This design comes from an exercise in tuning for small area, a short achievable clock period and few clock cycles on the open sky130 flow, not from production work. Where RTL was checked, it was by simulation tests only, not by an equivalence proof against the original. No activity file was given, so power comes from the tool's default toggle rates.

Design CLE, start of the top module:
module CLE ( clk, reset, rom_q, rom_a, sram_q, sram_a, sram_d, sram_wen, finish);
input         clk;
input         reset;
input  [7:0]  rom_q;
output [6:0]  rom_a;
input  [7:0]  sram_q;
output [9:0]  sram_a;
output [7:0]  sram_d;
output        sram_wen;
output        finish;
reg  [9:0] sram_a;
reg        sram_wen;
reg        finish;
reg        s_wait, s_rs0, s_rs1, s_rs2, s_rs3, s_cmp, s_put, s_slw;
reg        dw;           
reg        fin_st;       
reg  [9:0] pos;          
reg  [7:0] NWv, Nv;      
reg        rd1, rd2;     
reg  [7:0] Mv;           
reg        Lz;           
reg        wf;           
reg  [3:0] mods;         
reg  [7:0] newv;         
function [1:0] cmp8;
    input [7:0] a, b;
    reg   [7:0] g, l;
    reg   [3:0] g2, l2;
    reg   [1:0] g4, l4;
    integer i;
    begin
        for (i = 0; i < 8; i = i + 1) begin
            g[i] = a[i] & ~b[i];
            l[i] = ~a[i] & b[i];
        end
        for (i = 0; i < 4; i = i + 1) begin
            g2[i] = g[2*i+1] | (~l[2*i+1] & g[2*i]);
            l2[i] = l[2*i+1] | (~g[2*i+1] & l[2*i]);
        end
        for (i = 0; i < 2; i = i + 1) begin
  ...
make LEC_CHECK=0 CAP_MARGIN=30 CORE_MARGIN=2 CORE_UTILIZATION=50 PLACE_DENSITY=0.6 SETUP_SLACK_MARGIN=5 SLEW_MARGIN=20 finish   # period 9.0 ns
run.sh (not shown) runs the stock make flow with config.mk's settings and CLKGATE_MAP_FILE= SYNTH_SCRIPT=/design/flow/synth_recipe.tcl, a recipe that flattens the netlist after the stock synthesis.
The starting point completed without violations.
Rerun with:
Settings changed: CORE_UTILIZATION 50 to 70, PLACE_DENSITY 0.6 to 0.8.
- clock skew stays flat
- sequential share of layout area grows by 0.53 points
- sequential power barely changes
- critical path depth is lower by 2
- final cell count came out lower by a few percent
- worst setup slack gets better by 0.063 ns
- global-route usage came out higher by 10 points
No run of this note included a check of the RTL's function; only the layout flow was run.

---

Another version of the RTL of CLE (not shown whole).
Size in the first run: about 110 flip-flops, ~45 I/O pins, ~0.0079 sq mm of cells after synthesis.
make LEC_CHECK=0 CAP_MARGIN=30 CORE_MARGIN=2 CORE_UTILIZATION=50 PLACE_DENSITY=0.6 SETUP_SLACK_MARGIN=3 SLEW_MARGIN=20 finish   # period 9.0 ns
Testbench counts at the start, summed over its fixed seeds: cycles 52,414.
Next try:
SETUP_SLACK_MARGIN = 5   (was 3)
Result: The changed run completed with no timing, DRC or antenna violations; power decreases by 1.1%; count of clock-buffer cells in the layout stays the same; synthesized cell count stays the same.

---

CLE, a different RTL version from the one above (not shown whole).
Size: about 650 cells after synthesis, ~81 flip-flops, about 45 I/O pins.
==> flow/design.v (excerpt) <==
module CLE ( clk, reset, rom_q, rom_a, sram_q, sram_a, sram_d, sram_wen, finish);
clock: 9.0 ns
lec_check: 0
cap_margin: 30
core_margin: 2
core_utilization: 50
cts_buf_list: sky130_fd_sc_hd__clkbuf_4 sky130_fd_sc_hd__clkbuf_8
cts_cluster_diameter: 60
cts_cluster_size: 20
place_density: 0.6
setup_slack_margin: 5
slew_margin: 20
standard.sh (not shown) runs the stock make flow with config.mk's settings and CLKGATE_MAP_FILE= SYNTH_SCRIPT=/design/flow/synth_recipe.tcl, a recipe that flattens the netlist after the stock synthesis.
==> flow/flow/run.sh <==
#!/bin/bash
set -euo pipefail
bash standard.sh "BUFFER_PORTS_ARGS=-buffer_cell sky130_fd_sc_hd__buf_1" finish > flow_make.log 2>&1
The first run ran to the end with no violations.
Testbench counts at the start, summed over its fixed seeds: cycles 52,360.
Edit:
ABC_AREA = 1   (was not set)
CTS_BUF_LIST = sky130_fd_sc_hd__clkbuf_8   (was sky130_fd_sc_hd__clkbuf_4 sky130_fd_sc_hd__clkbuf_8)
CTS_CLUSTER_DIAMETER = not set   (was 60)
CTS_CLUSTER_SIZE = not set   (was 20)
Result: Critical path depth is higher by 4; via count is higher by 19%; total power is higher by 68%.
Edit:
ABC_AREA = not set   (was 1)
CTS_CLUSTER_DIAMETER = 150   (was not set)
CTS_CLUSTER_SIZE = 40   (was not set)
Effect: Die area decreases by 4.8%. Flip-flop and latch count does not change. Total power decreases by 41%. Fmax shrinks by 16%. Cell area fell by 4.1%. Non-clock buffer count does not change.

==> afterwards: timing with drivers on the ports <==
Ports are ideal in the flow. The routed layouts listed here were re-timed in OpenROAD. Step 1, drivers: a clkbuf_16 drives clk and a buf_2 each remaining input, both assumed. Step 2 times the ports against the registers' clock, not the clock port: input delays grow and output delays shrink by t, the midpoint of the rising clock arrivals with the driver on. a / b / c = ideal / step 1 / step 2; a / b = the first two.
run | t (ns) | setup WS [ns] | worst setup path at the end | worst slew at a driven data input, ns | pins driven straight from the clock port
the first run of note 1 | 0.398 | 5.043 / 5.060 / 4.662 | input to register | 0.04 | 1
the second run of note 1 | 0.408 | 5.106 / 5.130 / 4.721 | input to register | 0.04 | 1
the first run of note 2 | 0.390 | 4.317 / 4.332 / 3.943 | input to register | 0.03 | 1
the second run of note 2 | 0.400 | 5.082 / 5.095 / 4.695 | input to register | 0.04 | 1
the first run of note 3 | 0.399 | 5.073 / 5.088 / 4.688 | input to register | 0.03 | 1
the second run of note 3 | 0.404 | 5.682 / 5.693 / 5.289 | input to register | 0.05 | 1
the third run of note 3 | 0.397 | 5.071 / 5.085 / 4.689 | input to register | 0.03 | 1
After both steps setup and hold are still met in every run listed. For the second run of note 3, which loses most, drivers alone change the setup slack by +0.011 ns; drivers and shift together by -0.393 ns.
